From an optimization exercise on the open Yosys and OpenROAD flow, aimed at small area and a short achievable clock period; shortcuts taken in it are not production practice. In this exercise RTL edits were held to simulation tests only and were not proved equivalent to the original. Power figures rest on the tool's default switching activity, not on a simulated workload.

==> run a: inputs <==
Design Vr_HW2, start of the top module:
module Vr_HW2(CLK, RST, IMEM_ADDR, IMEM_DATA, DMEM_ADDR, DMEM_RE, DMEM_WE, DMEM_WDATA, DMEM_RDATA);
  input CLK, RST;
  output [31:0] IMEM_ADDR;
  input  [31:0] IMEM_DATA;
  output [31:0] DMEM_ADDR;
  output DMEM_RE;
  output DMEM_WE;
  output [31:0] DMEM_WDATA;
  input  [31:0] DMEM_RDATA;
  wire [31:0] inst = IMEM_DATA;
  wire [5:0] op = inst[31:26];
  wire [4:0] rs = inst[25:21];
  wire [4:0] rt = inst[20:16];
  wire [4:0] rd = inst[15:11];
  wire [15:0] imm = inst[15:0];
  wire is_r   = (op == 6'b000000);
  wire is_lw  = (op == 6'b100011);
  wire is_sw  = (op == 6'b101011);
  wire is_beq = (op == 6'b000100);
  wire alu_sub = (is_r & (inst[5:0] == 6'b100010)) | is_beq;
  wire reg_write = is_r | is_lw;
  wire [4:0] wr = is_r ? rd : rt;
  reg [31:2] pc;
  assign IMEM_ADDR = {pc, 2'b00};
  reg [31:0] regs [0:31];
  wire [31:0] sel1, sel2, we_dec;
  wire [31:0] rd1, rd2;
  ...
==> flow/config.mk <==
export PLATFORM = sky130hd
export DESIGN_NAME = Vr_HW2
export DESIGN_NICKNAME = Vr_HW2
export VERILOG_FILES = /design/flow/design.v
export SDC_FILE = /design/flow/constraint.sdc
export NUM_CORES = 4
export LEC_CHECK = 0
export CAP_MARGIN = 20
export CORE_MARGIN = 2
export CORE_UTILIZATION = 55
export CTS_CLUSTER_DIAMETER = 100
export CTS_CLUSTER_SIZE = 20
export SLEW_MARGIN = 20
export SYNTH_HIERARCHICAL = 1
==> flow/constraint.sdc <==
create_clock -name core_clock -period 25.0 [get_ports {CLK}]
set_input_delay 5.0000 -clock core_clock [delete_from_list [all_inputs] [get_ports {CLK}]]
set_output_delay 5.0000 -clock core_clock [all_outputs]
set_load 0.01 [all_outputs]
standard.sh (not shown) runs the stock make flow with config.mk's settings and CLKGATE_MAP_FILE= SYNTH_SCRIPT=/design/flow/synth_recipe.tcl, a recipe that flattens the netlist after the stock synthesis.
==> flow/flow/run.sh <==
#!/bin/bash
# The standard ORFS layout (standard.sh) with these changes:
#  - before floorplanning, flow/downsize.tcl sets combinational cells to
#    drive strength 1 (synthesis sizes each small module on its own);
#  - timing repair aims past the required slack (SETUP_SLACK_MARGIN) and may
#    change a cell's footprint;
#  - plain buffers (buf_1) on the ports.
# Each tool's log is under orfs/logs/; make's output is in flow_make.log.
set -euo pipefail
bash standard.sh MATCH_CELL_FOOTPRINT=0 SETUP_SLACK_MARGIN=12 TNS_END_PERCENT=0 \
  "PRE_FLOORPLAN_TCL=$PWD/flow/downsize.tcl" \
  "BUFFER_PORTS_ARGS=-buffer_cell sky130_fd_sc_hd__buf_1" finish > flow_make.log 2>&1
==> flow/flow/downsize.tcl <==
# Before floorplanning: set every combinational cell to its smallest drive
# strength (_1) of the same function; timing repair upsizes where needed.
set db [ord::get_db]
set n 0
foreach inst [[ord::get_db_block] getInsts] {
  set m [[$inst getMaster] getName]
  if { [regexp {^(sky130_fd_sc_hd__([a-z0-9]+))_([0-9]+)$} $m -> base fn sz] } {
    if { $sz > 1 && ![string match "*df*" $fn] && ![string match "*dl*" $fn] && ![string match "conb" $fn] } {
      set small [$db findMaster ${base}_1]
      if { $small != "NULL" } {
        $inst swapMaster $small
        incr n
      }
    }
  }
}
puts "downsize.tcl: set $n cells to drive strength 1"
==> inputs of run b, as changes to run a <==
--- a/flow/flow/run.sh
+++ b/flow/flow/run.sh
@@ -6,3 +6,3 @@
 #    change a cell's footprint;
-#  - plain buffers (buf_1) on the ports.
+#  - plain buffers (buf_2) on the ports.
 # Each tool's log is under orfs/logs/; make's output is in flow_make.log.
@@ -11,2 +11,2 @@
   "PRE_FLOORPLAN_TCL=$PWD/flow/downsize.tcl" \
-  "BUFFER_PORTS_ARGS=-buffer_cell sky130_fd_sc_hd__buf_1" finish > flow_make.log 2>&1
+  "BUFFER_PORTS_ARGS=-buffer_cell sky130_fd_sc_hd__buf_2" finish > flow_make.log 2>&1
CORE_UTILIZATION = 45   (was 55)
CTS_CLUSTER_DIAMETER = 60   (was 100)
CTS_CLUSTER_SIZE = 30   (was 20)
==> results.txt <==
|  | run a | run b |
|---|---|---|
| Status | timing/DRC/antenna clean | timing/DRC/antenna clean |
| Part of the power in the clock network | 15.7% | 20.6% |
| Total die area | 86000 µm² | 105000 µm² |
| Highest-delay cell along the critical path | a222oi_1 | xnor2_1 |
| Last element of the critical path | DMEM_ADDR[23] | DMEM_ADDR[11] |
| Met1 Resource Use GR | 56.8% | 47.7% |
| Core footprint | 83300 µm² | 102000 µm² |
| Layout buffering overhead excluding clock cells | 4.11% | 4.95% |
| Vias | 36.6k | 37.2k |
| Clock tree buffer count of the final layout | 70 | 84 |
| Worst setup slack for register-to-register paths | 17.67 ns | 17.23 ns |
| Area of combinational cells with multiple inputs | 16000 µm² | 16400 µm² |
| Width of the chip | 293 µm | 324 µm |
| Drt total wl | 173 mm | 187 mm |
| Half-perimeter wire length after placement | 109 mm | 116 mm |
| Worst setup path start | IMEM_DATA[21] | IMEM_DATA[24] |

==> re-timing with driven ports <==
The flow's constraints put no driver on any port. The routed layouts listed below were extracted and timed again, unchanged, in two steps.
Step 1 sets driving cells, clkbuf_16 on the clock port and buf_2 on the other inputs (assumed; they add their load-dependent delay and slew).
Step 2 moves the port delays by t, midway between the first and last clock arrival at a register: inputs arrive t later, outputs are due t later. That takes back most of the time a late clock gives input paths.
Three values: no drivers, after step 1, after step 2; two values: the first two.
run | t, ns | setup slack, ns | slew at the worst register clock pin (ns)
run a | 0.738 | 11.411 / 11.341 / 11.341 | 0.09 / 0.09
run b | 0.752 | 11.479 / 11.405 / 11.120 | 0.10 / 0.10
After both steps every run listed still meets setup and hold. For run b, which loses most, drivers alone change the setup slack by -0.074 ns; drivers and shift together by -0.359 ns.
